Source: an optimization exercise on an open RTL-to-GDS flow (aim: small area and a short achievable clock period). Production flows keep margins and buffers that such runs may drop.
Where RTL was checked, it was by simulation tests only, not by an equivalence proof against the original.
No activity file was given, so power comes from the tool's default toggle rates.

==> run D: inputs <==
==> flow/design.v <==
module day5_top(
        input  logic        clock,
        input  logic        reset,
        input  logic        load_ranges,
        input  logic [63:0] start_range,
        input  logic [63:0] end_range,
        input  logic [63:0] id,
        output logic [31:0] total_fresh
    );
    localparam int DEPTH = 16;
    function automatic logic ge64(input logic [63:0] a, input logic [63:0] b);
        logic [63:0] g, t;
        g = a & ~b;
        t = a | ~b;
        for (int w = 1; w < 64; w = w * 2)
            for (int i = 0; i < 64; i = i + 2 * w) begin
                g[i] = g[i + w] | (t[i + w] & g[i]);
                t[i] = t[i + w] & t[i];
            end
        ge64 = g[0] | t[0];
    endfunction
    logic [DEPTH-1:0][63:0] rs, re;
    always_ff @(posedge clock) begin
        rs[0] <= load_ranges ? start_range : rs[DEPTH-1];
        re[0] <= load_ranges ? end_range   : re[DEPTH-1];
        for (int k = 1; k < DEPTH; k++) begin
            rs[k] <= rs[k-1];
            re[k] <= re[k-1];
        end
    end
    logic [DEPTH-1:0] hit1;
    logic             v1;
    always_ff @(posedge clock) begin
        for (int k = 0; k < DEPTH; k++)
            hit1[k] <= ge64(id, rs[k]) & ge64(re[k], id);
        v1 <= ~reset & ~load_ranges;
    end
    logic f2;
    always_ff @(posedge clock)
        f2 <= ~reset & v1 & (|hit1);
    always_ff @(posedge clock) begin
        if (reset)
            total_fresh <= '0;
        else if (f2)
            total_fresh <= total_fresh + 32'd1;
    end
endmodule
==> flow/run.sh <==
#!/bin/bash
# synth_recipe.tcl (not shown) runs the flow's synth.tcl, then flattens the netlist and writes it again
# the make line also repeats each setting of config.mk as NAME=value (left out here)
make -C /OpenROAD-flow-scripts/flow DESIGN_CONFIG=/design/flow/config.mk WORK_HOME=/design/flow/orfs CLKGATE_MAP_FILE= SYNTH_SCRIPT=/design/flow/synth_recipe.tcl finish
==> flow/config.mk <==
export PLATFORM = sky130hd
export DESIGN_NAME = day5_top
export DESIGN_NICKNAME = day5_top
export VERILOG_FILES = /design/flow/design.v
export SDC_FILE = /design/flow/constraint.sdc
export NUM_CORES = 4
export LEC_CHECK = 0
export ABC_AREA = 1
export CAP_MARGIN = 20
export CORE_MARGIN = 2
export CORE_UTILIZATION = 55
export SLEW_MARGIN = 20
==> flow/constraint.sdc <==
create_clock -name core_clock -period 3.3 [get_ports {clock}]
set_input_delay 0.6600 -clock core_clock [delete_from_list [all_inputs] [get_ports {clock}]]
set_output_delay 0.6600 -clock core_clock [all_outputs]
set_load 0.01 [all_outputs]
==> run M: changes against run D <==
--- a/flow/design.v
+++ b/flow/design.v
@@ -38,10 +38,14 @@
     logic f2;
     always_ff @(posedge clock)
         f2 <= ~reset & v1 & (|hit1);
+    logic [31:0] carry;
+    always_comb
+        for (int i = 0; i < 32; i++)
+            carry[i] = f2 & (&(total_fresh | ~((32'd1 << i) - 32'd1)));
     always_ff @(posedge clock) begin
         if (reset)
             total_fresh <= '0;
-        else if (f2)
-            total_fresh <= total_fresh + 32'd1;
+        else
+            total_fresh <= total_fresh ^ carry;
     end
 endmodule
Settings changed: CTS_CLUSTER_DIAMETER set to 100, CTS_CLUSTER_SIZE set to 20, SETUP_SLACK_MARGIN set to 1.5.
==> qor summary <==
|  | run M | run D |
|---|---|---|
| Result of the run | no timing/DRC/antenna violations | no timing/DRC/antenna violations |
| Worst setup path start | total_fresh[4] | id[6] |
| Number of buffers added for setup after CTS | 108 | 0 |
| Layout-stage area growth over the synthesis result | 18.5% | 16.1% |
| RR Endpoint | total_fresh[29] | hit1[15] |
| Minimum hold slack | 329 ps | 283 ps |
| Worst min-delay path class | reg2reg | in2reg |
| Power density over the cells | 552 mW/mm² | 658 mW/mm² |
| Routed length on met2 | 117000 µm | 110000 µm |
| Average vias per placed instance | 5.42 | 5.29 |
| Final period utilization | 0.579 | 0.870 |
| Die area | 0.153 mm² | 0.154 mm² |
| Number of H-tree levels | 3 | 4 |
| Post-Synth Adder-Cell Area | 0.000152 | 0.000151 |
| Power dissipated in the clock network | 14600 µW | 25200 µW |
| Core ar. | 0.148 mm² | 0.150 mm² |
| Die width | 391 µm | 392 µm |
| Number of vias in the routed layout | 74800 | 74900 |
For run D, only the layout was checked, not whether the RTL still works.

-- separate check: timing with driven ports --
How much do the figures lean on ideal ports? The routed layouts below were timed once more, with nothing changed but the port constraints.
Step 1, drivers: a clkbuf_16 drives clock and a buf_2 each remaining input, both assumed.
Step 2 times the ports against the registers' clock, not the clock port: input delays grow and output delays shrink by t, the midpoint of the rising clock arrivals with the driver on.
Three values: ideal, step 1, step 2; two values: the first two.
run | t, ns | setup WS [ns] | worst setup path at the end
run D | 0.893 | 0.428 / 0.479 / -0.415 | input to register
run M | 0.849 | 1.390 / 1.308 / 0.670 | input to register
With both steps, setup timing fails in run D, where it was met with ideal ports. The setup slack of run D, which loses most, moves by +0.051 ns with the drivers and by -0.843 ns with both steps.
